From an optimization exercise on the open Yosys and OpenROAD flow, aimed at small area; shortcuts taken in it are not production practice. Only simulation tests tie the RTL to the original design; equivalence was not proved. The flow treats the clock pin as an ideal source, which a real chip does not have. Power and IR drop assume default switching activity.

===== flow/config.mk =====
export PLATFORM = sky130hd
export DESIGN_NAME = ethernet_top
export DESIGN_NICKNAME = ethernet_top
export VERILOG_FILES = /design/flow/design.v
export SDC_FILE = /design/flow/constraint.sdc
export NUM_CORES = 4
export LEC_CHECK = 0
export CAP_MARGIN = 20
export CORE_MARGIN = 2
export CORE_UTILIZATION = 75
export CTS_BUF_LIST = sky130_fd_sc_hd__clkbuf_8
export CTS_CLUSTER_DIAMETER = 60
export CTS_CLUSTER_SIZE = 18
export SLEW_MARGIN = 20
export SYNTH_MEMORY_MAX_BITS = 8192

===== flow/constraint.sdc =====
create_clock -name core_clock -period 10.0 [get_ports {CLK}]
set_input_delay 2.0000 -clock core_clock [delete_from_list [all_inputs] [get_ports {CLK}]]
set_output_delay 2.0000 -clock core_clock [all_outputs]
set_load 0.01 [all_outputs]

===== flow/design.v =====
module ethernet_top
  (
    input        CLK,
    input        RST_N,
    output       M_CLK,
    input        M_DATA,
    output       M_LRSEL,
    output       ETH_MDC,
    output       ETH_RSTN,
    output       ETH_TXEN,
    output [1:0] ETH_TXD
   );
   assign M_LRSEL = 1'b0;
   assign ETH_MDC = 1'b0;
   reg [2:0] rst_q;
   always @(posedge CLK) rst_q <= {rst_q[1:0], ~RST_N};
   wire rst  = |rst_q;
   wire crst = |rst_q[2:1];       
   function [3:0] CP(input integer i);
      CP = {i[3], i[3] ^ i[2], i[1], i[1] ^ i[0]};
   endfunction
   function [2:0] CQ(input integer i);
      case (i)
        0: CQ = 3'b000;
        1: CQ = 3'b001;
        2: CQ = 3'b011;
        3: CQ = 3'b111;
        default: CQ = 3'b110;
      endcase
   endfunction
   function [3:0] inc16(input [3:0] x);
      inc16 = {(x[1:0] == 2'b10) ? {x[2], ~x[3]} : x[3:2], x[0], ~x[1]};
   endfunction
   reg [3:0] p;
   reg [2:0] q;
   reg [3:0] g;
   reg [3:0] n;
   always @(posedge CLK) begin
      if (crst) begin
         p <= CP(5); q <= CQ(4); g <= CP(15); n <= CP(15);
      end
      else begin
         p <= inc16(p);
         if (p == CP(15)) begin
            q <= {q[1] & q[0], q[0], ~q[2]};
            if (q == CQ(4)) begin
               g <= inc16(g);
               if (g == CP(15)) n <= inc16(n);
            end
         end
      end
   end
   reg eth_rst;
   wire u_is_8 = (q == CQ(0)) && (p == CP(8));    
   always @(posedge CLK) eth_rst <= rst | (eth_rst & ~u_is_8);
   assign ETH_RSTN = ~eth_rst;
   reg armed;
   always @(posedge CLK)
     if (eth_rst) armed <= 1'b0;
     else if (n == CP(15)) armed <= 1'b1;
      reg mclk_d;
   always @(*) begin
      case ({q, p})
        7'b0000000: mclk_d = 1'b1;
        7'b0000001: mclk_d = 1'b1;
        7'b0000011: mclk_d = 1'b1;
        7'b0000010: mclk_d = 1'b1;
        7'b0000100: mclk_d = 1'b1;
        7'b0000101: mclk_d = 1'b1;
        7'b0000111: mclk_d = 1'b1;
        7'b0000110: mclk_d = 1'b1;
        7'b0001100: mclk_d = 1'b1;
        7'b0010010: mclk_d = 1'b1;
        7'b0010100: mclk_d = 1'b1;
        7'b0010101: mclk_d = 1'b1;
        7'b0010111: mclk_d = 1'b1;
        7'b0010110: mclk_d = 1'b1;
        7'b0011100: mclk_d = 1'b1;
        7'b0011101: mclk_d = 1'b1;
        7'b0011111: mclk_d = 1'b1;
        7'b0011110: mclk_d = 1'b1;
        7'b0011000: mclk_d = 1'b1;
        7'b0110110: mclk_d = 1'b1;
        7'b0111100: mclk_d = 1'b1;
        7'b0111101: mclk_d = 1'b1;
        7'b0111111: mclk_d = 1'b1;
        7'b0111110: mclk_d = 1'b1;
        7'b0111000: mclk_d = 1'b1;
        7'b0111001: mclk_d = 1'b1;
        7'b0111011: mclk_d = 1'b1;
        7'b0111010: mclk_d = 1'b1;
        7'b1110000: mclk_d = 1'b1;
        7'b1111110: mclk_d = 1'b1;
        7'b1111000: mclk_d = 1'b1;
        7'b1111001: mclk_d = 1'b1;
        7'b1111011: mclk_d = 1'b1;
        7'b1111010: mclk_d = 1'b1;
        7'b1100000: mclk_d = 1'b1;
        7'b1100001: mclk_d = 1'b1;
        7'b1100011: mclk_d = 1'b1;
        7'b1100010: mclk_d = 1'b1;
        7'b1100100: mclk_d = 1'b1;
        7'b1101010: mclk_d = 1'b1;
        default: mclk_d = 1'b0;
      endcase
   end
   reg eth_rst_d;
   always @(posedge CLK) eth_rst_d <= eth_rst;
   assign M_CLK = mclk_d & ~eth_rst_d;
   reg xs, xp;
   wire cap = ((q == CQ(1)) && (p == CP(0))) || ((q == CQ(2)) && (p == CP(4))) ||
              ((q == CQ(3)) && (p == CP(8))) || ((q == CQ(4)) && (p == CP(12)));
   always @(posedge CLK) if (cap) xs <= M_DATA;
   always @(posedge CLK)
     if (eth_rst) xp <= 1'b0;
     else if (p == CP(0)) xp <= xs;
   wire upd  = (q != CQ(1));
   wire lsb  = (p == CP(0));
   reg [31:0] ir0, ir1, ir2, ir3, ir4;
   reg [4:0]  ic;
   wire [1:0] io0 = ir0[31:30];
   wire [1:0] io1 = ir1[31:30];
   wire [1:0] io2 = ir2[31:30];
   wire [1:0] io3 = ir3[31:30];
   wire [1:0] io4 = ir4[31:30];
   wire [1:0] xa  = !upd ? 2'b00 : lsb ? {xs, 1'b1} : {xp, xp};
   wire [1:0] a1  = upd ? io0 : 2'b00;
   wire [1:0] a2  = upd ? io1 : 2'b00;
   wire [1:0] a3  = upd ? io2 : 2'b00;
   wire [1:0] a4  = upd ? io3 : 2'b00;
   wire [4:0] icin = lsb ? 5'b0 : ic;
   wire [2:0] s0 = io0 + xa + icin[0];
   wire [2:0] s1 = io1 + a1 + icin[1];
   wire [2:0] s2 = io2 + a2 + icin[2];
   wire [2:0] s3 = io3 + a3 + icin[3];
   wire [2:0] s4 = io4 + a4 + icin[4];
   always @(posedge CLK) begin
      if (eth_rst) begin
         ir0 <= {ir0[29:0], 2'b00};
         ir1 <= {ir1[29:0], 2'b00};
         ir2 <= {ir2[29:0], 2'b00};
         ir3 <= {ir3[29:0], 2'b00};
         ir4 <= {ir4[29:0], 2'b00};
         ic  <= 5'b0;
      end
      else begin
         ir0 <= {ir0[29:0], s0[1:0]};
         ir1 <= {ir1[29:0], s1[1:0]};
         ir2 <= {ir2[29:0], s2[1:0]};
         ir3 <= {ir3[29:0], s3[1:0]};
         ir4 <= {ir4[29:0], comb ? 2'b00 : s4[1:0]};
         ic  <= {s4[2], s3[2], s2[2], s1[2], s0[2]};
      end
   end
   wire comb = (g == CP(0)) && (q == CQ(1));
   reg [31:0] dr1, dr2, dr3, dr4;
   reg [4:1]  cc;
   wire [1:0] do1 = dr1[31:30];
   wire [1:0] do2 = dr2[31:30];
   wire [1:0] do3 = dr3[31:30];
   wire [1:0] do4 = dr4[31:30];
   wire [4:1] ccin = lsb ? 4'b1111 : cc;
   wire [1:0] c0 = io4;
   wire [2:0] c1 = c0      + {1'b0, ~do1} + ccin[1];
   wire [2:0] c2 = c1[1:0] + {1'b0, ~do2} + ccin[2];
   wire [2:0] c3 = c2[1:0] + {1'b0, ~do3} + ccin[3];
   wire [2:0] c4 = c3[1:0] + {1'b0, ~do4} + ccin[4];
   wire [1:0] y  = c4[1:0];
   always @(posedge CLK) begin
      if (eth_rst) begin
         dr1 <= {dr1[29:0], 2'b00};
         dr2 <= {dr2[29:0], 2'b00};
         dr3 <= {dr3[29:0], 2'b00};
         dr4 <= {dr4[29:0], 2'b00};
      end
      else begin
         dr1 <= {dr1[29:0], comb ? c0      : do1};
         dr2 <= {dr2[29:0], comb ? c1[1:0] : do2};
         dr3 <= {dr3[29:0], comb ? c2[1:0] : do3};
         dr4 <= {dr4[29:0], comb ? c3[1:0] : do4};
      end
      cc <= {c4[2], c3[2], c2[2], c1[2]};
   end
   wire skip = (n != CP(0)) &&
               (((g == CP(0)) && (q != CQ(0)) && (q != CQ(1))) || (g == CP(1)) || (g == CP(2)) ||
                ((g == CP(3)) && (q != CQ(3)) && (q != CQ(4))));
   reg  [1:0] sr [0:255];
   integer k;
   always @(posedge CLK) begin
      sr[0] <= comb ? y : skip ? sr[239] : sr[255];
      for (k = 1; k < 256; k = k + 1)
        sr[k] <= sr[k - 1];
   end
   wire fr  = armed && (n == CP(0));
   wire pre = ((g == CP(0)) && !((q == CQ(0)) && !p[3])) || ((g == CP(1)) && (q == CQ(0)));
   wire dat = ((g == CP(1)) && (q != CQ(0))) || (g == CP(2)) || (g == CP(3)) ||
              ((g == CP(4)) && ((q == CQ(0)) || (q == CQ(1))));
   wire fcs = (g == CP(4)) && (q == CQ(2));
   assign ETH_TXEN = fr && (pre || dat || fcs);
   reg [1:0] rom;
   always @(*) begin
      case ({g[0], q, p})
        8'b00001100: rom = 2'd1;
        8'b00001101: rom = 2'd1;
        8'b00001111: rom = 2'd1;
        8'b00001110: rom = 2'd1;
        8'b00001000: rom = 2'd1;
        8'b00001001: rom = 2'd1;
        8'b00001011: rom = 2'd1;
        8'b00001010: rom = 2'd1;
        8'b00010000: rom = 2'd1;
        8'b00010001: rom = 2'd1;
        8'b00010011: rom = 2'd1;
        8'b00010010: rom = 2'd1;
        8'b00010100: rom = 2'd1;
        8'b00010101: rom = 2'd1;
        8'b00010111: rom = 2'd1;
        8'b00010110: rom = 2'd1;
        8'b00011100: rom = 2'd1;
        8'b00011101: rom = 2'd1;
        8'b00011111: rom = 2'd1;
        8'b00011110: rom = 2'd1;
        8'b00011000: rom = 2'd1;
        8'b00011001: rom = 2'd1;
        8'b00011011: rom = 2'd1;
        8'b00011010: rom = 2'd1;
        8'b00110000: rom = 2'd1;
        8'b00110001: rom = 2'd1;
        8'b00110011: rom = 2'd1;
        8'b00110010: rom = 2'd1;
        8'b00110100: rom = 2'd1;
        8'b00110101: rom = 2'd1;
        8'b00110111: rom = 2'd1;
        8'b00110110: rom = 2'd3;
        8'b00111100: rom = 2'd0;
        8'b00111101: rom = 2'd3;
        8'b00111111: rom = 2'd0;
        8'b00111110: rom = 2'd2;
        8'b00111000: rom = 2'd3;
        8'b00111001: rom = 2'd1;
        8'b00111011: rom = 2'd0;
        8'b00111010: rom = 2'd1;
        8'b01110000: rom = 2'd2;
        8'b01110001: rom = 2'd3;
        8'b01110011: rom = 2'd3;
        8'b01110010: rom = 2'd2;
        8'b01110100: rom = 2'd0;
        8'b01110101: rom = 2'd3;
        8'b01110111: rom = 2'd1;
        8'b01110110: rom = 2'd0;
        8'b01111100: rom = 2'd2;
        8'b01111101: rom = 2'd0;
        8'b01111111: rom = 2'd0;
        8'b01111110: rom = 2'd2;
        8'b01111000: rom = 2'd1;
        8'b01111001: rom = 2'd3;
        8'b01111011: rom = 2'd2;
        8'b01111010: rom = 2'd3;
        8'b01100000: rom = 2'd0;
        8'b01100001: rom = 2'd0;
        8'b01100011: rom = 2'd0;
        8'b01100010: rom = 2'd0;
        8'b01100100: rom = 2'd0;
        8'b01100101: rom = 2'd2;
        8'b01100111: rom = 2'd1;
        8'b01100110: rom = 2'd0;
        8'b01101100: rom = 2'd2;
        8'b01101101: rom = 2'd3;
        8'b01101111: rom = 2'd3;
        8'b01101110: rom = 2'd0;
        8'b01101000: rom = 2'd1;
        8'b01101001: rom = 2'd0;
        8'b01101011: rom = 2'd0;
        8'b01101010: rom = 2'd0;
        8'b10000000: rom = 2'd3;
        8'b10000001: rom = 2'd2;
        8'b10000011: rom = 2'd2;
        8'b10000010: rom = 2'd3;
        8'b10000100: rom = 2'd2;
        8'b10000101: rom = 2'd3;
        8'b10000111: rom = 2'd2;
        8'b10000110: rom = 2'd1;
        8'b10001100: rom = 2'd0;
        8'b10001101: rom = 2'd0;
        8'b10001111: rom = 2'd0;
        8'b10001110: rom = 2'd0;
        8'b10001000: rom = 2'd0;
        8'b10001001: rom = 2'd0;
        8'b10001011: rom = 2'd0;
        8'b10001010: rom = 2'd1;
        default: rom = 2'd1;
      endcase
   end
   reg [1:0] tap;
   always @(*) begin
      case (p[3:2])
        2'b00: tap = sr[51];
        2'b01: tap = sr[59];
        2'b11: tap = sr[67];
        default: tap = sr[75];
      endcase
   end
   reg [31:0] crc;
   reg [1:0]  nk;
   always @(*) begin
      case (p)
        4'b0000: nk = 2'd2;  4'b0001: nk = 2'd0;  4'b0011: nk = 2'd1;  4'b0010: nk = 2'd3;
        4'b0100: nk = 2'd2;  4'b0101: nk = 2'd0;  4'b0111: nk = 2'd1;  4'b0110: nk = 2'd2;
        4'b1100: nk = 2'd3;  4'b1101: nk = 2'd3;  4'b1111: nk = 2'd0; 4'b1110: nk = 2'd3;
        4'b1000: nk = 2'd3; 4'b1001: nk = 2'd2; 4'b1011: nk = 2'd2; default: nk = 2'd3;
      endcase
   end
   wire [1:0] txd = dat ? tap : fcs ? (crc[1:0] ^ nk) : rom;
   assign ETH_TXD = txd;
   wire [1:0] fb = (fr && dat) ? (tap ^ crc[1:0]) : 2'b00;
   always @(posedge CLK)
     crc <= {2'b00, crc[31:2]} ^ ({32{fb[0]}} & 32'h76dc4190) ^ ({32{fb[1]}} & 32'hedb88320);
endmodule

===== flow/flow/run.sh =====
#!/bin/bash
# Standard ORFS layout (the standard.sh, standard synthesis unchanged) with these changes:
#  - port buffers are buf_1 cells;
#  - before clock tree synthesis, cells are downsized where slack allows (flow/pre_cts.tcl);
#  - clock tree synthesis without dummy loads, with clkbuf_8 sink clusters.
# The full make output goes to standard.log here; ORFS keeps each step's log under orfs/logs.
set -euo pipefail
export CTS_ARGS="-sink_clustering_enable -repair_clock_nets -dont_use_dummy_load -sink_clustering_size 22 -sink_clustering_max_diameter 50 -buf_list sky130_fd_sc_hd__clkbuf_8 -sink_clustering_buffer sky130_fd_sc_hd__clkbuf_8 -tree_buf sky130_fd_sc_hd__clkbuf_4 -root_buf sky130_fd_sc_hd__clkbuf_4"
export BUFFER_PORTS_ARGS="-buffer_cell sky130_fd_sc_hd__buf_1"
export PRE_CTS_TCL="$PWD/flow/pre_cts.tcl"
bash standard.sh > standard.log 2>&1

===== flow/flow/pre_cts.tcl =====
# Before clock tree synthesis: with several ns of setup slack everywhere,
# downsize cells that the mapper sized for speed (power recovery).
estimate_parasitics -placement
repair_timing -recover_power 100 -verbose

===== flow/standard.sh =====
#!/bin/bash
# synth_recipe.tcl (not shown) runs the flow's synth.tcl, then flattens the netlist and writes it again
# the make line also repeats each setting of config.mk as NAME=value (left out here)
make -C /OpenROAD-flow-scripts/flow DESIGN_CONFIG=/design/flow/config.mk WORK_HOME=/design/flow/orfs CLKGATE_MAP_FILE= SYNTH_SCRIPT=/design/flow/synth_recipe.tcl "${@:-finish}"

==> results of run 1 <==
[metrics by stage]
step	cells	worst slack [ps]	hold WS, ps	utilization	power, W
2_1_floorplan	1162	5820	310	-	0.00353
3_3_place_gp	1483	5580	310	0.770	0.00353
3_5_place_dp	1483	5540	312	0.770	0.00354
4_1_cts	1531	4760	250	0.792	0.00479
5_1_grt	1532	4520	257	0.792	0.00491
6_report	1532	4790	274	0.792	0.00475
[per-layer routing]
| metal | vias up | global-route usage |
|---|---|---|
| li1 | 3663 | - |
| met1 | 3346 | 0.250 |
| met2 | 96 | 0.246 |
| met3 | 57 | 0.0335 |
| met4 | 2 | 0.0593 |
| met5 | - | 0 |
[cell usage in the layout (no fill, tap or decap), drive strengths merged, types with 7 or more instances in the layout]
cell type | synthesis | final
a21oi | 10 | 10
buf | 12 | 8
clkbuf | 10 | 48
dfxtp | 863 | 863
fa | 18 | 18
inv | 38 | 38
mux2i | 15 | 15
nand2 | 36 | 36
nand2b | 9 | 9
nor2 | 41 | 41
nor3 | 7 | 7
xnor2 | 10 | 10
xor2 | 15 | 15
[cell usage after synthesis, drive strengths merged, types with 2 or more instances]
cell type / count
or3b: 2
and2: 2
nand3: 2
mux4: 3
nand3b: 3
a2111oi: 2
mux2i: 15
nor2: 41
ha: 5
inv: 38
a31oi: 5
nor4: 4
clkbuf: 10
or3: 3
dfxtp: 863
a211oi: 4
or2: 2
nand2: 36
buf: 12
nor2b: 3
maj3: 2
o31ai: 2
o21ai: 6
nand2b: 9
o211ai: 4
nor3: 7
nor3b: 2
o2111ai: 4
fa: 18
xor2: 15
a21oi: 10
xnor2: 10
[registers in the layout, summed over array words and instances, names as in the netlist, 3 cells and up]
signal  cells
sr        512
crc        32
dr1        32
dr2        32
dr3        32
dr4        32
ir0        32
ir1        32
ir2        32
ir3        32
ir4        32
ic          5
cc          4
g           4
n           4
p           4
q           3
rst_q       3
[cell type report]
class / instances / area [um2] / area share
Sequential cell: 864 / 17300 / 0.848
Timing Repair Buffer: 8 / 33.8 / 0.00166
Multi-Input combinational cell: 238 / 1860 / 0.0913
Antenna cell: 1 / 2.50 / 0.000123
Clock buffer: 48 / 629 / 0.0309
Inverter: 38 / 143 / 0.00699
Tap cell: 335 / 419 / 0.0205
[logic make-up (layout without fill, tap and decap cells)]
kind of cell | Yosys count | after routing | synth area share
other cells | 1 | 3 | 0.000192
fa+ha+maj | 25 | 25 | 0.0227
compound gates | 48 | 48 | 0.0180
simple gates | 119 | 119 | 0.0313
xor+xnor | 25 | 25 | 0.0149
flops | 864 | 864 | 0.888
mux | 19 | 19 | 0.0117
buf+inv | 60 | 94 | 0.0132
[power by group through the flow]
stage               Sequential (W)  Clock, W  Combinational [W]
global route               0.00344   0.00145          0.0000163
detailed placement         0.00352         0          0.0000146
global placement           0.00352         0          0.0000139
CTS                        0.00344   0.00133          0.0000145
floorplan                  0.00352         0          0.0000118
finish                     0.00344   0.00130          0.0000144
[worst max path at each step]
stage | start | end | slack, ps | cells after the start
after global placement | p[2] | ETH_TXD[1] | 5580 | 6
after global routing | p[0] | ETH_TXD[1] | 4520 | 8
final | p[0] | ETH_TXD[1] | 4790 | 8
after CTS | p[0] | ETH_TXD[1] | 4760 | 8
after floorplan | p[0] | ETH_TXD[1] | 5820 | 8
after detailed placement | p[2] | ETH_TXD[1] | 5540 | 6
==> results.txt, run 1 <==
total of max-cap violations 0; max-slew violations 0; WP data required 8000 ps; Placer Congestion 0.816; clk latency of the worst-skew pair 740 ps; Worst Setup Path Type reg -> out; Metal-1 WL 11,400 um; Slowest cell on crit path dfxtp_1; RR Endpoint sr[0][1]; hold_buf cts 0; final cycle utilization of the critical path 0.521; post-synth top area cell dfxtp_1; DRC errors left 0; post-synthesis sequential area ratio 0.888; first-pass GRT wire length 35,500 um; sw frac 0.189; Final setup viols 0; Final Hold Viols 0; Leak 8.06 nW; drt pass-1 iters 4; RSZ-0062 raised after global routing false; Slew Limit Headroom 0.347; Final ANT Viol Nets 0; share of total power in sequential cells 0.724; Comb pwr share 0.003; Synth Instances 1,161; initial antenna violation count 2; row count 59; Core ar. 0.0258 mm2; Post-Route Skew 52.3 ps; dpl cell area 0.0198 mm2; sw power 0.000899 W; HP Class reg -> reg; I/O pins 10; Hold Crit Depth 0; DIE AREA 0.0273 mm2; Inserted Clock Buffers 48; Synth Cell Area 0.0195 mm2; cell-by-cell trace of the critical path inv_1 -> ha_1 -> mux2_2 -> a2111oi_0 -> nor4_1 -> a211o_1 -> a31oi_1 -> buf_1; layout cell share with drive strength beyond 1 0.0543; Top Metal Used met5; GRT overflow 0; largest net degree at the start of global routing 30; number of flops mapped to enable cells by yosys 1; Clk pwr share 0.273; R2R depth 12; hold path startpoint dr3[4]; Crit Reg-Reg Startpoint p[3]; Distinct cells, synth 60; Synth top area share 0.886; number of global-route vias before repair 7,177; number of port buffers 7; Peak VDD IR 0.000221 V; GRT Util Overall 0.167; Design Area, Final 0.0204 mm2; Die Y 165 um; drt wl/cell 14.3 um; met2 wire length 9080 um; async set or reset register ratio after synthesis 0; CTS tree built; internal power 0.00385 W; first-iteration detailed-routing DRC count 358; post-CTS setup buffers 0; Initial Utilization 0.756; #FFs+latches synth 864; Chip Width 165 um; syn avg cell area 16.8 um2; Synth Warn # 2; crit-path max cell delay 510 ps; WL met3 751 um; vias per cell 4.68; Worst Path Arrival 3210 ps; CP delay by family, top compound AO/OA/AOI/OAI gates; crit end category output pin; Post-CTS Resized 0; Fillers 1,406; clk slew on worst S/H paths 120 ps; Worst Path Max Fanout 10; status no timing/DRC/antenna violations; FMAX 192 MHz; P per Cell Area 233 mW/mm2; setup TNS 0 ps; Main synth FF type dfxtp_1; CTS Sinks 864; actual slew at the worst max-slew pin 978 ps; CP Buf/Inv Count 2; area grow syn2layout 4.65%; DP HPWL 12,100 um; Hold Path Sink dr3[6]; min cycle time layout 5210 ps; synth top area cells dfxtp_1 89%, fa_1 1.8%, mux2i_1 0.77%, inv_1 0.73%, nor2_1 0.73%; routed via count 7,164; Final nets 1,224; reg2reg setup slack 5690 ps; wirelength, routed 21,900 um; Startpoint Class flop
==> inputs of run 2 (changes only) <==
==> flow/flow/run.sh (replaced) <==
#!/bin/bash
# Standard ORFS layout (the standard.sh, standard synthesis unchanged) with these changes:
#  - port buffers are buf_1 cells;
#  - before clock tree synthesis, cells are downsized where slack allows (flow/pre_cts.tcl);
#  - clock tree synthesis without dummy loads, with clkbuf_8 sink clusters.
# The full make output goes to standard.log here; ORFS keeps each step's log under orfs/logs.
set -euo pipefail
export CTS_ARGS="-sink_clustering_enable -repair_clock_nets -dont_use_dummy_load -sink_clustering_size 22 -sink_clustering_max_diameter 50 -buf_list sky130_fd_sc_hd__clkbuf_8"
export BUFFER_PORTS_ARGS="-buffer_cell sky130_fd_sc_hd__buf_1"
export PRE_CTS_TCL="$PWD/flow/pre_cts.tcl"
bash standard.sh > standard.log 2>&1
==> run 2 against run 1 <==
Compared with the run above: still clean on timing, DRC and antenna; critical path depth down 2; area after synthesis unchanged; total power up 0.66%; maximum frequency up 2.7%; via count down 0.38%; global-route usage about the same; clock skew down 8.1 ps; utilization up 0.11 points; cell count about the same.
==> results.txt, run 2 <==
Final Hold Viols 0; initial antenna violation count 1; actual slew at the worst max-slew pin 1010 ps; first-iteration detailed-routing DRC count 335; Chip Width 165 um; diode count 0; Synth Cell Area 0.0195 mm2; Fillers 1,392; Inserted Clock Buffers 48; number of port buffers 7; commonest non-fill, non-tap cell in the layout dfxtp_1; row count 59; area of the multi-input gates 0.00186 mm2; Post-CTS Resized 0; post-CTS setup buffers 0; post-synth top area cell dfxtp_1; Worst Path Max Fanout 25; #FFs+latches synth 864; RSZ-0062 raised after global routing false; final cycle utilization of the critical path 0.507; setup TNS 0 ps; CP delay by family, top compound AO/OA/AOI/OAI gates; sequential cell area 0.0173 mm2; CP Buf/Inv Count 1; FMAX 197 MHz; vias per cell 4.66; async set or reset register ratio after synthesis 0; Slew Limit Headroom 0.326; largest net degree at the start of global routing 30; wirelength, routed 21,900 um; Synth Warn # 2; area grow syn2layout 4.80%; leading cell types in the layout, fill and taps excluded 863 x dfxtp_1, 48 x clkbuf_8, 40 x nor2_1; CTS tree built; first-pass GRT wire length 35,500 um; crit-path max cell delay 900 ps; Synth Instances 1,161; clk latency of the worst-skew pair 590 ps; GRT Util Overall 0.167; P per Cell Area 234 mW/mm2; Distinct cells, synth 60; layout cell share with drive strength beyond 1 0.0543; Final ANT Viol Nets 0; I/O pins 10; synth top area cells dfxtp_1 89%, fa_1 1.8%, mux2i_1 0.77%, inv_1 0.73%, nor2_1 0.73%; Peak VDD IR 0.000222 V; dpl cell area 0.0198 mm2; Tot Pwr 0.00478 W; Slowest cell on crit path dfxtp_1; Worst Setup Path Type reg -> out; Final nets 1,224; syn avg cell area 16.8 um2; min cycle time layout 5070 ps; Main synth FF type dfxtp_1; GRT overflow 0; Final setup viols 0; Worst Path Arrival 3070 ps; crit end category output pin; Placer Congestion 0.816; Startpoint Class flop; total of max-cap violations 0; Post-Route Skew 44.2 ps; post-synthesis sequential area ratio 0.888; synth cell count leaders 863 x dfxtp_1, 38 x inv_1, 38 x nor2_1; Initial Utilization 0.756; Die Y 165 um; Synth top area share 0.886; drt wl/cell 14.3 um; HP Class reg -> reg; Design Area, Final 0.0204 mm2; routed via count 7,137; cell-by-cell trace of the critical path mux2_2 -> a2111oi_0 -> nor4_1 -> a211o_1 -> a31oi_1 -> buf_1; Core ar. 0.0258 mm2; DP HPWL 12,100 um; clk slew on worst S/H paths 120 ps; drt pass-1 iters 4; number of global-route vias before repair 7,195; max-slew violations 0; hold_buf cts 0; DRC errors left 0; Leak 8.08 nW; largest reg by FF count sr; Largest register FFs 512; status no timing/DRC/antenna violations; WP data required 8000 ps; DIE AREA 0.0273 mm2; reg2reg setup slack 5690 ps; most common cell in the synthesized netlist dfxtp_1; number of flops mapped to enable cells by yosys 1; CTS Sinks 864
run 2: cell count changes in the layout (fill, tap and decap cells not counted):
cell | before | now
clkbuf_4 | 5 | 0
diode_2 | 1 | 0
clkbuf_8 | 43 | 48
run 2: power breakdown:
part | internal, W | switching, W | total (W)
logic | 0.00000598 | 0.00000843 | 0.0000144
clock network | 0.000436 | 0.000892 | 0.00133
registers | 0.00344 | 0.00000116 | 0.00344
total | 0.00388 | 0.000902 | 0.00478
run 2: final cells by class:
cell class,instances,area share
clock buffers,48,0.0323
inverters,38,0.00698
multi-input cells,238,0.0912
flip-flops and latches,864,0.847
well taps,335,0.0205
repair buffers,8,0.00165
run 2: through the flow:
step	util	hold slack, ps	setup slack (ps)	instances
after floorplan	-	310	5820	1162
after global placement	0.770	310	5580	1483
after detailed placement	0.770	312	5540	1483
after CTS	0.793	269	4920	1531
after global routing	0.793	267	4680	1531
final	0.793	281	4930	1531
run 2: kinds of logic after synthesis:
kind of cell | Yosys count | share of synthesized area
AO/OA/AOI/OAI | 48 | 0.0180
XOR/XNOR | 25 | 0.0149
adder cells (fa/ha/maj) | 25 | 0.0227
buffers and inverters | 60 | 0.0132
flip-flops | 864 | 0.888
multiplexers | 19 | 0.0117
other | 1 | 0.000192
AND/OR/NAND/NOR | 119 | 0.0313
run 2: worst paths after layout:
path           endpoint  cells past startpoint   start
min reg2reg      dr3[6]                      0  dr3[4]
max          ETH_TXD[1]                      6    p[2]
max reg2reg    sr[0][1]                     12    p[3]
min              dr3[6]                      0  dr3[4]
run 2: worst register-to-register path, stage by stage, from the launching register on:
cell and delay, ps:
dfxtp_1 880, nor2_1 170, nand2_1 360, nand2b_1 130
fa_1 520, inv_1 60, fa_1 380, inv_1 70
fa_1 450, fa_1 550, inv_1 60, fa_1 500
mux2i_1 60
run 2: layer usage:
layer	vias to the layer above	routed length, um	GRT usage
met5	-	13	0
met1	3340	11500	0.251
met2	82	9010	0.246
met4	2	549	0.0601
met3	52	743	0.0342
li1	3661	-	-
==> inputs of run 3 (changes only) <==
==> flow/flow/run.sh (replaced) <==
#!/bin/bash
# Standard ORFS layout (the standard.sh, standard synthesis unchanged) with these changes:
#  - port buffers are buf_1 cells;
#  - before clock tree synthesis, cells are downsized where slack allows (flow/pre_cts.tcl);
#  - clock tree synthesis without dummy loads, with clkbuf_8 sink clusters.
# The full make output goes to standard.log here; ORFS keeps each step's log under orfs/logs.
set -euo pipefail
export CTS_ARGS="-sink_clustering_enable -repair_clock_nets -dont_use_dummy_load -sink_clustering_size 20 -sink_clustering_max_diameter 50 -buf_list sky130_fd_sc_hd__clkbuf_8 -sink_clustering_buffer sky130_fd_sc_hd__clkbuf_8 -tree_buf sky130_fd_sc_hd__clkbuf_4 -root_buf sky130_fd_sc_hd__clkbuf_4"
export BUFFER_PORTS_ARGS="-buffer_cell sky130_fd_sc_hd__buf_1"
export PRE_CTS_TCL="$PWD/flow/pre_cts.tcl"
bash standard.sh > standard.log 2>&1
==> run 3 against run 2 <==
Compared with the run above: clock-buffer cell count grew 2; cell area is essentially flat; die area is the same; non-clock buffer count is the same; maximum frequency shrank 2.9%; via count is essentially flat; utilization is essentially flat; worst hold slack lost 10 ps; critical path type unchanged; critical endpoint unchanged; highest routed layer unchanged.
==> results.txt, run 3 <==
Distinct cells, synth 60; Core ar. 0.0258 mm2; Largest register FFs 512; final cycle utilization of the critical path 0.522; Synth top area share 0.886; CTS tree built; Main synth FF type dfxtp_1; crit-path max cell delay 910 ps; total of max-cap violations 0; number of global-route vias before repair 7,123; Final nets 1,226; Post-Route Utilization 0.793; Die Y 165 um; number of port buffers 7; CTS Sinks 864; crit end category output pin; cell-by-cell trace of the critical path mux2_2 -> a2111oi_0 -> nor4_1 -> a211o_1 -> a31oi_1 -> buf_1; wirelength, routed 21,300 um; Post-Route Skew 82.6 ps; Slew Limit Headroom 0.336; Inserted Clock Buffers 50; post-synth top area cell dfxtp_1; leading cell types in the layout, fill and taps excluded 863 x dfxtp_1, 45 x clkbuf_8, 40 x nor2_1; min cycle time layout 5220 ps; setup TNS 0 ps; Placer Congestion 0.816; drt wl/cell 13.9 um; Slowest cell on crit path dfxtp_1; #FFs+latches synth 864; Synth Instances 1,161; DP HPWL 12,100 um; Worst Path Arrival 3220 ps; Final Hold Viols 0; first-iteration detailed-routing DRC count 379; largest net degree at the start of global routing 30; WP data required 8000 ps; synth cell count leaders 863 x dfxtp_1, 38 x inv_1, 38 x nor2_1; actual slew at the worst max-slew pin 995 ps; max-slew violations 0; Post-CTS Resized 0; clk latency of the worst-skew pair 750 ps; Worst Setup Path Type reg -> out; Worst Path Max Fanout 25; commonest non-fill, non-tap cell in the layout dfxtp_1; largest reg by FF count sr; vias per cell 4.65; most common cell in the synthesized netlist dfxtp_1; Leak 8.08 nW; number of flops mapped to enable cells by yosys 1; row count 59; DIE AREA 0.0273 mm2; Chip Width 165 um; first-pass GRT wire length 34,700 um; FMAX 191 MHz; GRT Util Overall 0.162; GRT overflow 0; Final ANT Viol Nets 0; I/O pins 10; hold_buf cts 0; syn avg cell area 16.8 um2; DRC errors left 0; post-synthesis sequential area ratio 0.888; Final setup viols 0; drt pass-1 iters 4; RSZ-0062 raised after global routing false; Startpoint Class flop; P per Cell Area 233 mW/mm2; synth top area cells dfxtp_1 89%, fa_1 1.8%, mux2i_1 0.77%, inv_1 0.73%, nor2_1 0.73%; layout cell share with drive strength beyond 1 0.0559; Peak VDD IR 0.000239 V; Synth Warn # 2; clk slew on worst S/H paths 100 ps; post-CTS setup buffers 0; async set or reset register ratio after synthesis 0; area grow syn2layout 4.80%; Synth Cell Area 0.0195 mm2; HP Class reg -> reg; CP delay by family, top compound AO/OA/AOI/OAI gates; initial antenna violation count 2; Initial Utilization 0.756; CP Buf/Inv Count 1; routed via count 7,133; status no timing/DRC/antenna violations
[run 3: cell counts after synthesis]
Identical to the previous run, type by type.
[run 3: metal layers]
| layer | GRT usage | vias up | routed length [um] |
|---|---|---|---|
| li1 | - | 3670 | - |
| met1 | 0.246 | 3316 | 11300 |
| met2 | 0.233 | 89 | 8640 |
| met3 | 0.0320 | 56 | 706 |
| met4 | 0.0660 | 2 | 650 |
| met5 | 0 | - | 20 |
[run 3: final cells by class]
class                   count  area (um2)
diodes                      1        2.50
multi-input cells         238        1860
inverters                  38         143
repair buffers              8        33.8
flip-flops and latches    864       17300
well taps                 335         419
clock buffers              50         657
fillers                  1400        5340
[run 3: worst paths after layout]
path	startpoint	to	slack, ps	cells past startpoint
worst max-delay path	p[2]	ETH_TXD[1]	4780	6
worst min-delay path	sr[52][0]	sr[53][0]	270	0
worst max register to register	p[3]	sr[0][1]	5670	12
worst min register to register	sr[52][0]	sr[53][0]	270	0
[run 3: worst reg2reg max path: stages, from the launching register on]
cell,delay (ps)
dfxtp_1,890
nor2_1,170
nand2_1,360
nand2b_1,130
fa_1,520
inv_1,60
fa_1,380
inv_1,70
fa_1,450
fa_1,550
inv_1,60
fa_1,500
mux2i_1,60
[run 3: report_power, final]
| part | total [W] | switching (W) | internal, W |
|---|---|---|---|
| sequential | 0.00344 | 0.00000112 | 0.00344 |
| clock | 0.00131 | 0.000886 | 0.000423 |
| combinational | 0.0000144 | 0.00000840 | 0.00000599 |
[run 3: cells by family after synthesis]
logic type | share of synthesized area
compound gates | 0.0180
xor+xnor | 0.0149
fa+ha+maj | 0.0227
buf+inv | 0.0132
flops | 0.888
mux | 0.0117
other cells | 0.000192
simple gates | 0.0313
[run 3: metrics by stage]
stage / hold WS, ps / total power (W) / area [um2] / instances / setup WS [ps]
after global placement: 310 / 0.00353 / 19800 / 1483 / 5580
final: 271 / 0.00477 / 20400 / 1534 / 4780
after CTS: 252 / 0.00481 / 20400 / 1533 / 4780
after floorplan: 310 / 0.00353 / 19500 / 1162 / 5820
after detailed placement: 312 / 0.00354 / 19800 / 1483 / 5540
after global routing: 239 / 0.00493 / 20400 / 1534 / 4540
==> inputs of run 4 (changes only) <==
--- a/flow/flow/run.sh
+++ b/flow/flow/run.sh
@@ -2,7 +2,8 @@
 # Standard ORFS layout (the standard.sh, standard synthesis unchanged) with these changes:
 #  - port buffers are buf_1 cells;
 #  - before clock tree synthesis, cells are downsized where slack allows (flow/pre_cts.tcl);
-#  - clock tree synthesis without dummy loads, with clkbuf_8 sink clusters.
+#  - clock tree synthesis without dummy loads: clusters of up to 20 flip-flops within 50 um,
+#    each driven by a clkbuf_8, with clkbuf_4 cells above them.
 # The full make output goes to standard.log here; ORFS keeps each step's log under orfs/logs.
 set -euo pipefail
 export CTS_ARGS="-sink_clustering_enable -repair_clock_nets -dont_use_dummy_load -sink_clustering_size 20 -sink_clustering_max_diameter 50 -buf_list sky130_fd_sc_hd__clkbuf_8 -sink_clustering_buffer sky130_fd_sc_hd__clkbuf_8 -tree_buf sky130_fd_sc_hd__clkbuf_4 -root_buf sky130_fd_sc_hd__clkbuf_4"
==> run 4 against run 3 <==
Compared with the run above: still clean; wire length did not move; area after synthesis did not move; cell count did not move; non-clock buffer count did not move; via count did not move; total power did not move; worst hold slack did not move; global-route usage did not move; cell area did not move; clock skew did not move; first-iteration DRC count did not move; utilization did not move; critical path type unchanged.
==> results.txt, run 4 <==
GRT Util Overall 0.162; number of flops mapped to enable cells by yosys 1; CTS tree built; Main synth FF type dfxtp_1; async set or reset register ratio after synthesis 0; Worst Path Max Fanout 25; WP data required 8000 ps; final cycle utilization of the critical path 0.522; Distinct cells, synth 60; Final nets 1,226; Synth Cell Area 0.0195 mm2; DIE AREA 0.0273 mm2; setup TNS 0 ps; Synth Warn # 2; routed via count 7,133; row count 59; Clk pwr share 0.275; hold_buf cts 0; largest net degree at the start of global routing 30; post-synth top area cell dfxtp_1; drt wl/cell 13.9 um; mux cell area share after synthesis 0.0117; area grow syn2layout 4.80%; Peak VDD IR 0.000239 V; actual slew at the worst max-slew pin 995 ps; internal power 0.00387 W; Simple-Gate Fraction of Synth Area 0.0313; Core ar. 0.0258 mm2; sw frac 0.188; first-pass GRT wire length 34,700 um; clk slew on worst S/H paths 100 ps; total of max-cap violations 0; Post-Route Skew 82.6 ps; post-CTS setup buffers 0; crit-path max cell delay 910 ps; status no timing/DRC/antenna violations; Inserted Clock Buffers 50; Synth top area share 0.886; Leak 8.08 nW; Post-CTS Resized 0; Worst Setup Path Type reg -> out; Largest register FFs 512; post-synthesis sequential area ratio 0.888; CTS Sinks 864; I/O pins 10; Hold WS 271 ps; leading cell types in the layout, fill and taps excluded 863 x dfxtp_1, 45 x clkbuf_8, 40 x nor2_1; min cycle time layout 5220 ps; Placer Congestion 0.816; sw power 0.000896 W; clk latency of the worst-skew pair 750 ps; most common cell in the synthesized netlist dfxtp_1; DRC errors left 0; Final setup viols 0; wirelength, routed 21,300 um; Slowest cell on crit path dfxtp_1; largest family of logic cells by synthesized area simple AND/OR/NAND/NOR gates; Chip Width 165 um; Final ANT Viol Nets 0; Die Y 165 um; #FFs+latches synth 864; synth cell count leaders 863 x dfxtp_1, 38 x inv_1, 38 x nor2_1; number of port buffers 7; cell-by-cell trace of the critical path mux2_2 -> a2111oi_0 -> nor4_1 -> a211o_1 -> a31oi_1 -> buf_1; share of total power in sequential cells 0.722; first-iteration detailed-routing DRC count 379; Initial Utilization 0.756; CP delay by family, top compound AO/OA/AOI/OAI gates; HP Class reg -> reg; Synth Area in XOR/XNOR 0.0149; Worst Path Arrival 3220 ps; GRT overflow 0; drt pass-1 iters 4; number of global-route vias before repair 7,123; Synth Instances 1,161; layout cell share with drive strength beyond 1 0.0559; Startpoint Class flop; DP HPWL 12,100 um; Comb pwr share 0.003; synthesized-area fraction occupied by adder cells 0.0227; initial antenna violation count 2; commonest non-fill, non-tap cell in the layout dfxtp_1; FMAX 191 MHz; syn avg cell area 16.8 um2; Final Hold Viols 0; vias per cell 4.65; Slew Limit Headroom 0.336; max-slew violations 0; crit end category output pin; complex-gate fraction of the synthesized area 0.0180; largest reg by FF count sr; RSZ-0062 raised after global routing false; synth top area cells dfxtp_1 89%, fa_1 1.8%, mux2i_1 0.77%, inv_1 0.73%, nor2_1 0.73%; CP Buf/Inv Count 1; P per Cell Area 233 mW/mm2
==> run 4: cell counts after synthesis <==
Identical to the previous run, type by type.
==> run 4: power by group through the flow <==
stage | Combinational, W | Clock, W | Sequential (W)
floorplan | 0.0000118 | 0 | 0.00352
global placement | 0.0000139 | 0 | 0.00352
detailed placement | 0.0000146 | 0 | 0.00352
CTS | 0.0000145 | 0.00135 | 0.00344
global route | 0.0000163 | 0.00147 | 0.00344
finish | 0.0000144 | 0.00131 | 0.00344
==> run 4: per-layer routing <==
layer / vias to the layer above / track usage / share of wire
met5: - / 0 / 0.00094
met4: 2 / 0.0660 / 0.030
met3: 56 / 0.0320 / 0.033
met2: 89 / 0.233 / 0.40
met1: 3316 / 0.246 / 0.53
li1: 3670 / - / -
==> run 4: worst register-to-register path, cell delays in order, from the launching register on <==
cell	delay (ps)
dfxtp_1	890
nor2_1	170
nand2_1	360
nand2b_1	130
fa_1	520
inv_1	60
fa_1	380
inv_1	70
fa_1	450
fa_1	550
inv_1	60
fa_1	500
mux2i_1	60
==> run 4: final cells by class <==
cell class,instances,area [um2]
repair buffers,8,33.8
flip-flops and latches,864,17300
clock buffers,50,657
multi-input cells,238,1860
inverters,38,143
well taps,335,419
fillers,1400,5340
diodes,1,2.50
==> run 4: final timing paths <==
path,start,endpoint,slack [ps],cells after the start
min,sr[52][0],sr[53][0],270,0
min reg2reg,sr[52][0],sr[53][0],270,0
max,p[2],ETH_TXD[1],4780,6
max reg2reg,p[3],sr[0][1],5670,12
==> run 4: cell families after synthesis <==
kind of cell	after synthesis
flip-flops	864
AO/OA/AOI/OAI	48
other	1
adder cells (fa/ha/maj)	25
multiplexers	19
buffers and inverters	60
AND/OR/NAND/NOR	119
XOR/XNOR	25
==> run 4: stage by stage <==
stage	utilization	setup WS, ps	instance area (um2)	std cells	power [W]
after floorplan	-	5820	19500	1162	0.00353
after global placement	0.770	5580	19800	1483	0.00353
after detailed placement	0.770	5540	19800	1483	0.00354
after CTS	0.793	4780	20400	1533	0.00481
after global routing	0.793	4540	20400	1534	0.00493
final	0.793	4780	20400	1534	0.00477
==> inputs of run 5 (changes only) <==
==> flow/flow/run.sh (replaced) <==
#!/bin/bash
# Standard ORFS layout (the standard.sh, standard synthesis unchanged) with these changes:
#  - port buffers are buf_1 cells;
#  - before clock tree synthesis, cells are downsized where slack allows (flow/pre_cts.tcl);
#  - clock tree synthesis without dummy loads, with clkbuf_8 sink clusters.
# The full make output goes to standard.log here; ORFS keeps each step's log under orfs/logs.
set -euo pipefail
export CTS_ARGS="-sink_clustering_enable -repair_clock_nets -dont_use_dummy_load -sink_clustering_size 22 -sink_clustering_max_diameter 40 -buf_list sky130_fd_sc_hd__clkbuf_8 -sink_clustering_buffer sky130_fd_sc_hd__clkbuf_8 -tree_buf sky130_fd_sc_hd__clkbuf_4 -root_buf sky130_fd_sc_hd__clkbuf_4"
export BUFFER_PORTS_ARGS="-buffer_cell sky130_fd_sc_hd__buf_1"
export PRE_CTS_TCL="$PWD/flow/pre_cts.tcl"
bash standard.sh > standard.log 2>&1
==> run 5 against run 4 <==
Compared with the run above: largest power group unchanged; flip-flop and latch count stayed put; synthesized cell count stayed put; highest routed layer is now met4; non-clock buffer count stayed put; worst setup slack worse by 70 ps; critical endpoint unchanged; cell area is 0.20% higher; maximum frequency is 1.3% lower; global-route usage is 0.25 points higher; cell count is 0.20% higher; register-to-register slack hardly changed; clock power hardly changed; area after synthesis stayed put.
==> results.txt, run 5 <==
GRT overflow 0; clk slew on worst S/H paths 100 ps; Leak 8.10 nW; DIE AREA 0.0273 mm2; min cycle time layout 5290 ps; I/O pins 10; Worst Setup Path Type reg -> out; status no timing/DRC/antenna violations; HP Class reg -> reg; Startpoint Class flop; most common cell in the synthesized netlist dfxtp_1; Synth Instances 1,161; syn avg cell area 16.8 um2; Synth top area share 0.886; Die Y 165 um; Hold WS 271 ps; Simple-Gate Fraction of Synth Area 0.0313; Synth Cell Area 0.0195 mm2; actual slew at the worst max-slew pin 990 ps; vias per cell 4.64; DP HPWL 12,100 um; FMAX 189 MHz; total of max-cap violations 0; setup TNS 0 ps; Final nets 1,229; Placer Congestion 0.816; DRC errors left 0; Synth Area in XOR/XNOR 0.0149; #FFs+latches synth 864; drt wl/cell 14.1 um; mux cell area share after synthesis 0.0117; number of port buffers 7; first-pass GRT wire length 35,100 um; clk latency of the worst-skew pair 760 ps; Synth Warn # 2; first-iteration detailed-routing DRC count 309; largest reg by FF count sr; layout cell share with drive strength beyond 1 0.0583; CTS Sinks 864; initial antenna violation count 1; commonest non-fill, non-tap cell in the layout dfxtp_1; Post-Route Skew 61.3 ps; post-CTS setup buffers 0; Chip Width 165 um; number of flops mapped to enable cells by yosys 1; CTS tree built; WP data required 8000 ps; wirelength, routed 21,700 um; number of global-route vias before repair 7,183; Design Area, Final 0.0205 mm2; Worst Path Arrival 3290 ps; area grow syn2layout 5.01%; post-synthesis sequential area ratio 0.888; Place WS 5540 ps; Final ANT Viol Nets 0; largest family of logic cells by synthesized area simple AND/OR/NAND/NOR gates; Main synth FF type dfxtp_1; RSZ-0062 raised after global routing false; post-synth top area cell dfxtp_1; drt pass-1 iters 4; crit end category output pin; GRT Util Overall 0.165; Core ar. 0.0258 mm2; final cycle utilization of the critical path 0.529; dpl cell area 0.0198 mm2; Peak VDD IR 0.000239 V; routed via count 7,133; synth top area cells dfxtp_1 89%, fa_1 1.8%, mux2i_1 0.77%, inv_1 0.73%, nor2_1 0.73%; Tot Pwr 0.00480 W; Post-CTS Resized 0; final worst setup slack 4710 ps; Final setup viols 0; Slew Limit Headroom 0.339; Largest register FFs 512; P per Cell Area 235 mW/mm2; hold_buf cts 0; Distinct cells, synth 60; max-slew violations 0; Worst Path Max Fanout 25; Final Hold Viols 0; synthesized-area fraction occupied by adder cells 0.0227; largest net degree at the start of global routing 30; row count 59; Inserted Clock Buffers 53; synth cell count leaders 863 x dfxtp_1, 38 x inv_1, 38 x nor2_1; Initial Utilization 0.756; async set or reset register ratio after synthesis 0; leading cell types in the layout, fill and taps excluded 863 x dfxtp_1, 48 x clkbuf_8, 40 x nor2_1; complex-gate fraction of the synthesized area 0.0180
[run 5: worst max-delay path, stage by stage (launching register included)]
cell       delay [ps]
dfxtp_1           930
mux2_2            430
a2111oi_0         460
nor4_1             90
a211o_1           310
a31oi_1           180
buf_1             170
[run 5: cells by family (layout without fill, tap and decap cells)]
logic type | after synthesis | count (layout)
AOI/OAI and AO/OA | 48 | 48
xor gates and xnor gates | 25 | 25
adders and majority gates | 25 | 25
buffers and inverters | 60 | 99
DFF | 864 | 864
muxes | 19 | 19
other | 1 | 3
and+or+nand+nor | 119 | 119
[run 5: power breakdown]
part	leakage (nW)	switching, W	internal (W)
Clock	0.368	0.000896	0.000448
Combinational	0.773	0.00000841	0.00000600
Sequential	6.96	0.00000114	0.00344
[run 5: path summary, 6_finish.rpt]
path	slack [ps]	end	start	depth (start not counted)
max	4710	ETH_TXD[1]	p[2]	6
min	270	sr[53][1]	sr[52][1]	0
max reg2reg	5660	sr[0][1]	p[2]	12
min reg2reg	270	sr[53][1]	sr[52][1]	0
[run 5: final cells by class]
type	count	area [um2]
Sequential cell	864	17300
Fill cell	1387	5300
Multi-Input combinational cell	238	1860
Clock buffer	53	698
Tap cell	335	419
Inverter	38	143
Timing Repair Buffer	8	33.8
Antenna cell	1	2.50
[run 5: metrics by stage]
step	instances	utilization
after global placement	1483	0.770
final	1537	0.794
after detailed placement	1483	0.770
after floorplan	1162	-
after CTS	1536	0.794
after global routing	1537	0.794
[run 5: per-layer routing]
metal  GRT usage  wire length (um)  up-vias  part of all wire
met4      0.0609               500        0             0.023
li1            -                 -     3678                 -
met5           0                 0        -                 0
met3      0.0355               793       52             0.037
met1       0.245             11500     3314              0.53
met2       0.242              8900       89              0.41
==> inputs of run 6 (changes only) <==
==> flow/flow/run.sh (replaced) <==
#!/bin/bash
# Standard ORFS layout (the standard.sh, standard synthesis unchanged) with these changes:
#  - port buffers are buf_1 cells;
#  - before clock tree synthesis, cells are downsized where slack allows (flow/pre_cts.tcl);
#  - clock tree synthesis without dummy loads: clusters of up to 20 flip-flops within 50 um,
#    each driven by a clkbuf_8, with clkbuf_4 cells above them.
# The full make output goes to standard.log here; ORFS keeps each step's log under orfs/logs.
set -euo pipefail
export CTS_ARGS="-sink_clustering_enable -repair_clock_nets -dont_use_dummy_load -sink_clustering_size 20 -sink_clustering_max_diameter 50 -buf_list sky130_fd_sc_hd__clkbuf_8 -sink_clustering_buffer sky130_fd_sc_hd__clkbuf_8 -tree_buf sky130_fd_sc_hd__clkbuf_4 -root_buf sky130_fd_sc_hd__clkbuf_4"
export BUFFER_PORTS_ARGS="-buffer_cell sky130_fd_sc_hd__buf_1"
export PRE_CTS_TCL="$PWD/flow/pre_cts.tcl"
bash standard.sh > standard.log 2>&1
==> flow/flow/pre_cts.tcl (replaced) <==
# Before clock tree synthesis, with several ns of setup slack everywhere:
# logic cells that the mapper sized above drive strength 1 go back to their
# _1 variant (flip-flops, buffers and inverters are left alone), design rules
# are repaired, and cells are downsized further where slack allows.
set n_swapped 0
foreach inst [get_cells *] {
  set m [get_property $inst ref_name]
  if {[regexp {^sky130_fd_sc_hd__(\w+)_(2|4|6|8|12|16)$} $m -> fn sz]} {
    if {[regexp {^(clkbuf|buf|bufinv|inv|clkinv|clkinvlp|dfxtp|dfrtp|dfstp|edfxtp|dlygate|clkdlybuf|dly|conb|sdf|dfx|dfr|dfs|dfb|edf|dl)} $fn]} { continue }
    set target "sky130_fd_sc_hd__${fn}_1"
    if {[llength [get_lib_cells -quiet */$target]] == 0} { continue }
    replace_cell $inst $target
    incr n_swapped
  }
}
puts "pre_cts: $n_swapped cells set to drive strength 1"
estimate_parasitics -placement
repair_design
repair_timing -recover_power 100 -verbose
==> run 6 against run 5 <==
Compared with the run above: critical path depth increased by 2; global-route usage decreased by 0.17 points; highest routed layer is now met5; critical endpoint unchanged; critical path type unchanged; cell area decreased by 0.51%; via count increased by 0.27%; synthesized cell count unchanged; maximum frequency about the same; die area unchanged; sequential share of layout area increased by 0.43 points.
==> results.txt, run 6 <==
status no timing/DRC/antenna violations; Peak VDD IR 0.000239 V; leading cell types in the layout, fill and taps excluded 863 x dfxtp_1, 45 x clkbuf_8, 40 x nor2_1; area of the multi-input gates 0.00180 mm2; Worst Path Max Fanout 10; post-synth top area cell dfxtp_1; Leak 8.02 nW; DRC errors left 0; DIE AREA 0.0273 mm2; Die Y 165 um; WP data required 8000 ps; drt wl/cell 14.0 um; CP Buf/Inv Count 2; crit-path max cell delay 510 ps; reg2reg setup slack 5690 ps; Main synth FF type dfxtp_1; Crit Reg-Reg Startpoint p[3]; Post-Route Skew 84.6 ps; RSZ-0062 raised after global routing false; hold path startpoint sr[77][0]; CTS Sinks 864; Hold Path Sink sr[78][0]; final cycle utilization of the critical path 0.529; largest net degree at the start of global routing 30; synth top area cells dfxtp_1 89%, fa_1 1.8%, mux2i_1 0.77%, inv_1 0.73%, nor2_1 0.73%; Final nets 1,226; FMAX 189 MHz; commonest non-fill, non-tap cell in the layout dfxtp_1; actual slew at the worst max-slew pin 1000 ps; Largest register FFs 512; GRT Util Overall 0.163; Worst Path Arrival 3290 ps; Fillers 1,411; most common cell in the synthesized netlist dfxtp_1; Slowest cell on crit path dfxtp_1; vias per cell 4.66; Final setup viols 0; Chip Width 165 um; setup TNS 0 ps; Synth Cell Area 0.0195 mm2; R2R depth 12; Initial Utilization 0.756; RR Endpoint sr[0][1]; Slew Limit Headroom 0.331; row count 59; initial antenna violation count 2; number of port buffers 7; clk latency of the worst-skew pair 750 ps; total of max-cap violations 0; layout cell share with drive strength beyond 1 0.0434; Synth Instances 1,161; number of global-route vias before repair 7,144; wirelength, routed 21,400 um; area grow syn2layout 4.47%; first-pass GRT wire length 34,900 um; post-synthesis sequential area ratio 0.888; Post-CTS Resized 0; Startpoint Class flop; async set or reset register ratio after synthesis 0; synth cell count leaders 863 x dfxtp_1, 38 x inv_1, 38 x nor2_1; Hold WS 268 ps; hold_buf cts 0; HP Class reg -> reg; min cycle time layout 5290 ps; Final Hold Viols 0; largest reg by FF count sr; crit end category output pin; Worst Setup Path Type reg -> out; syn avg cell area 16.8 um2; Synth Warn # 2; Final ANT Viol Nets 0; max-slew violations 0; GRT overflow 0; cell-by-cell trace of the critical path inv_1 -> ha_1 -> mux2_1 -> a2111oi_0 -> nor4_1 -> a211o_1 -> a31oi_1 -> buf_1; Core ar. 0.0258 mm2; sequential cell area 0.0173 mm2; Distinct cells, synth 60; DP HPWL 12,100 um; #FFs+latches synth 864; number of flops mapped to enable cells by yosys 1; CP delay by family, top compound AO/OA/AOI/OAI gates; Hold Crit Depth 0; drt pass-1 iters 4; post-CTS setup buffers 0; routed via count 7,152; first-iteration detailed-routing DRC count 358; Placer Congestion 0.816; P per Cell Area 234 mW/mm2; CTS tree built; I/O pins 10; Synth top area share 0.886; Inserted Clock Buffers 50; clk slew on worst S/H paths 110 ps
==> run 6: cell types whose count changed in the layout (fill, tap and decap cells not counted), moves of 3 or more <==
| cell | before | now |
|---|---|---|
| xnor2_1 | 4 | 10 |
| xnor2_2 | 6 | 0 |
| mux4_2 | 3 | 0 |
| clkbuf_8 | 48 | 45 |
| mux4_1 | 0 | 3 |
==> run 6: per-stage QoR <==
| stage | std cells | setup slack, ps | util | instance area [um2] | total power, W |
|---|---|---|---|---|---|
| floorplan | 1162 | 5820 | - | 19500 | 0.00353 |
| global placement | 1483 | 5580 | 0.770 | 19800 | 0.00353 |
| detailed placement | 1483 | 5540 | 0.770 | 19800 | 0.00354 |
| CTS | 1533 | 4720 | 0.790 | 20400 | 0.00481 |
| global route | 1534 | 4470 | 0.790 | 20400 | 0.00493 |
| finish | 1534 | 4710 | 0.790 | 20400 | 0.00477 |
==> run 6: logic make-up (layout without fill, tap and decap cells) <==
kind of cell / Yosys count / after routing / share of synthesized area
xor gates and xnor gates: 25 / 25 / 0.0149
and+or+nand+nor: 119 / 119 / 0.0313
AOI/OAI and AO/OA: 48 / 48 / 0.0180
muxes: 19 / 19 / 0.0117
buffers and inverters: 60 / 96 / 0.0132
DFF: 864 / 864 / 0.888
other: 1 / 3 / 0.000192
adders and majority gates: 25 / 25 / 0.0227
==> run 6: layout make-up <==
class | count | share of cell area
Antenna cell | 1 | 0.000123
Clock buffer | 50 | 0.0323
Inverter | 38 | 0.00701
Multi-Input combinational cell | 238 | 0.0884
Sequential cell | 864 | 0.850
Tap cell | 335 | 0.0206
Timing Repair Buffer | 8 | 0.00166
==> run 6: worst register-to-register path: stages, from the launching register on <==
cell and delay (ps):
dfxtp_1 870, nor2_1 170, nand2_1 360, nand2b_1 120
fa_1 520, inv_1 60, fa_1 380, inv_1 70
fa_1 450, fa_1 550, inv_1 60, fa_1 500
mux2i_1 60
==> run 6: worst max-delay path by stage <==
stage                     from         end  slack, ps  cells past startpoint
final                     p[0]  ETH_TXD[1]       4710                      8
after global routing      p[0]  ETH_TXD[1]       4470                      8
after CTS                 p[0]  ETH_TXD[1]       4720                      8
after detailed placement  p[2]  ETH_TXD[1]       5540                      6
after global placement    p[2]  ETH_TXD[1]       5580                      6
after floorplan           p[0]  ETH_TXD[1]       5820                      8
==> run 6: layer usage <==
| metal | global-route usage | up-vias | routed length (um) |
|---|---|---|---|
| li1 | - | 3677 | - |
| met1 | 0.248 | 3313 | 11400 |
| met2 | 0.233 | 104 | 8590 |
| met3 | 0.0320 | 56 | 796 |
| met4 | 0.0668 | 2 | 663 |
| met5 | 0 | - | 20 |
==> run 6: report_power, final <==
part / switching [W] / internal [W] / total (W)
combinational: 0.00000858 / 0.00000597 / 0.0000146
clock: 0.000886 / 0.000423 / 0.00131
sequential: 0.00000113 / 0.00344 / 0.00344
total: 0.000896 / 0.00387 / 0.00477
==> inputs of run 7 (changes only) <==
--- a/flow/flow/run.sh
+++ b/flow/flow/run.sh
@@ -1,7 +1,8 @@
 #!/bin/bash
 # Standard ORFS layout (the standard.sh, standard synthesis unchanged) with these changes:
 #  - port buffers are buf_1 cells;
-#  - before clock tree synthesis, cells are downsized where slack allows (flow/pre_cts.tcl);
+#  - before clock tree synthesis, logic cells go back to drive strength 1 and are downsized
+#    where slack allows (flow/pre_cts.tcl);
 #  - clock tree synthesis without dummy loads: clusters of up to 20 flip-flops within 50 um,
 #    each driven by a clkbuf_8, with clkbuf_4 cells above them.
 # The full make output goes to standard.log here; ORFS keeps each step's log under orfs/logs.
==> run 7 against run 6 <==
Compared with the run above: still clean on timing, DRC and antenna; register-to-register slack about the same; utilization is the same; die area did not move; cell area is the same; via count stayed put; clock skew unchanged; first-iteration DRC count did not move; global-route usage unchanged; clock-buffer cell count stayed put; area after synthesis did not move.
==> results.txt, run 7 <==
number of flops mapped to enable cells by yosys 1; first-iteration detailed-routing DRC count 358; final cycle utilization of the critical path 0.529; actual slew at the worst max-slew pin 1000 ps; row count 59; Worst Path Max Fanout 10; number of global-route vias before repair 7,144; layout cell share with drive strength beyond 1 0.0434; clk latency of the worst-skew pair 750 ps; RSZ-0062 raised after global routing false; Design Area, Final 0.0204 mm2; wirelength, routed 21,400 um; vias per cell 4.66; total of max-cap violations 0; Final ANT Viol Nets 0; DP HPWL 12,100 um; DP Cell Count 1,483; Synth Cell Area 0.0195 mm2; drt pass-1 iters 4; synth cell count leaders 863 x dfxtp_1, 38 x inv_1, 38 x nor2_1; number of port buffers 7; synth top area cells dfxtp_1 89%, fa_1 1.8%, mux2i_1 0.77%, inv_1 0.73%, nor2_1 0.73%; setup TNS 0 ps; #FFs+latches synth 864; CTS tree built; Worst Setup Path Type reg -> out; GRT overflow 0; Leak 8.02 nW; WP data required 8000 ps; area grow syn2layout 4.47%; reg2reg setup slack 5690 ps; min cycle time layout 5290 ps; Final setup viols 0; first-pass GRT wire length 34,900 um; HP Class reg -> reg; max-slew violations 0; Largest register FFs 512; DIE AREA 0.0273 mm2; Worst Path Arrival 3290 ps; async set or reset register ratio after synthesis 0; Synth Instances 1,161; CTS Sinks 864; Slew Limit Headroom 0.331; post-CTS setup buffers 0; Synth Warn # 2; Final Hold Viols 0; I/O pins 10; leading cell types in the layout, fill and taps excluded 863 x dfxtp_1, 45 x clkbuf_8, 40 x nor2_1; DRC errors left 0; Main synth FF type dfxtp_1; syn avg cell area 16.8 um2; Post-CTS Resized 0; most common cell in the synthesized netlist dfxtp_1; largest net degree at the start of global routing 30; Die Y 165 um; Inserted Clock Buffers 50; Chip Width 165 um; GRT Util Overall 0.163; Placer Congestion 0.816; commonest non-fill, non-tap cell in the layout dfxtp_1; FMAX 189 MHz; Distinct cells, synth 60; Peak VDD IR 0.000239 V; initial antenna violation count 2; Post-Route Skew 84.6 ps; post-synth top area cell dfxtp_1; Initial Utilization 0.756; status no timing/DRC/antenna violations; Hold WS 268 ps; dpl cell area 0.0198 mm2; Final nets 1,226; drt wl/cell 14.0 um; hold_buf cts 0; post-synthesis sequential area ratio 0.888; Synth top area share 0.886; routed via count 7,152; Startpoint Class flop; clk slew on worst S/H paths 110 ps; Non-Filler Instances 1,534; P per Cell Area 234 mW/mm2; largest reg by FF count sr; crit end category output pin; Core ar. 0.0258 mm2
-- run 7: area by class of cell --
cell class | instances | area [um2]
fillers | 1411 | 5400
well taps | 335 | 419
flip-flops and latches | 864 | 17300
multi-input cells | 238 | 1800
repair buffers | 8 | 33.8
diodes | 1 | 2.50
clock buffers | 50 | 657
inverters | 38 | 143
-- run 7: power breakdown --
| group | total (W) | internal (W) | switching, W | leakage (nW) |
|---|---|---|---|---|
| Sequential | 0.00344 | 0.00344 | 0.00000113 | 6.96 |
| Clock | 0.00131 | 0.000423 | 0.000886 | 0.347 |
| Combinational | 0.0000146 | 0.00000597 | 0.00000858 | 0.716 |
-- run 7: worst paths after layout --
path | from | endpoint | cells after the start
worst max-delay path | p[0] | ETH_TXD[1] | 8
worst min-delay path | sr[77][0] | sr[78][0] | 0
worst max register to register | p[3] | sr[0][1] | 12
worst min register to register | sr[77][0] | sr[78][0] | 0
-- run 7: logic make-up after synthesis --
kind of cell	share of synthesized area
other cells	0.000192
compound gates	0.0180
flops	0.888
buf+inv	0.0132
simple gates	0.0313
xor+xnor	0.0149
fa+ha+maj	0.0227
mux	0.0117
-- run 7: routing by layer --
metal	part of all wire	global-route usage
met1	0.53	0.248
met5	0.00093	0
met2	0.40	0.233
met4	0.031	0.0668
met3	0.037	0.0320
-- run 7: metrics by stage --
stage / worst slack (ps) / util / power [W]
2_1_floorplan: 5820 / - / 0.00353
3_3_place_gp: 5580 / 0.770 / 0.00353
3_5_place_dp: 5540 / 0.770 / 0.00354
4_1_cts: 4720 / 0.790 / 0.00481
5_1_grt: 4470 / 0.790 / 0.00493
6_report: 4710 / 0.790 / 0.00477
-- run 7: worst max-delay path, stage by stage, from the launching register on --
cell       delay, ps
dfxtp_1          510
inv_1            150
ha_1             360
mux2_1           360
a2111oi_0        450
nor4_1            90
a211o_1          310
a31oi_1          200
buf_1            170

-- what the ideal ports hide --
The flow's constraints put no driver on any port. The routed layouts listed below were extracted and timed again, unchanged, in two steps. Step 1 sets driving cells, clkbuf_16 on the clock port and buf_2 on the other inputs (assumed; they add their load-dependent delay and slew). Step 2, shift: input delay + t, output delay - t, t = (earliest + latest rising clock arrival at the registers) / 2. This alone moves slack from input paths to output paths. a / b / c = ideal / step 1 / step 2; a / b = the first two.
run	shift t [ns]	slack for setup (ns)	hold slack, ns	worst slew at a driven data input, ns	pins driven straight from the clock port
run 1	0.758	4.789 / 4.748 / 5.505	0.274 / 0.274 / 0.274	0.04	1
run 2	0.614	4.927 / 4.883 / 5.497	0.281 / 0.281 / 0.281	0.04	1
run 3	0.752	4.776 / 4.731 / 5.483	0.271 / 0.271 / 0.271	0.04	1
run 4	0.752	4.776 / 4.731 / 5.483	0.271 / 0.271 / 0.271	0.04	1
run 5	0.775	4.706 / 4.662 / 5.437	0.271 / 0.271 / 0.271	0.04	1
run 6	0.752	4.706 / 4.661 / 5.413	0.268 / 0.268 / 0.268	0.04	1
run 7	0.752	4.706 / 4.661 / 5.413	0.268 / 0.268 / 0.268	0.04	1
After both steps setup and hold are still met in every run listed.
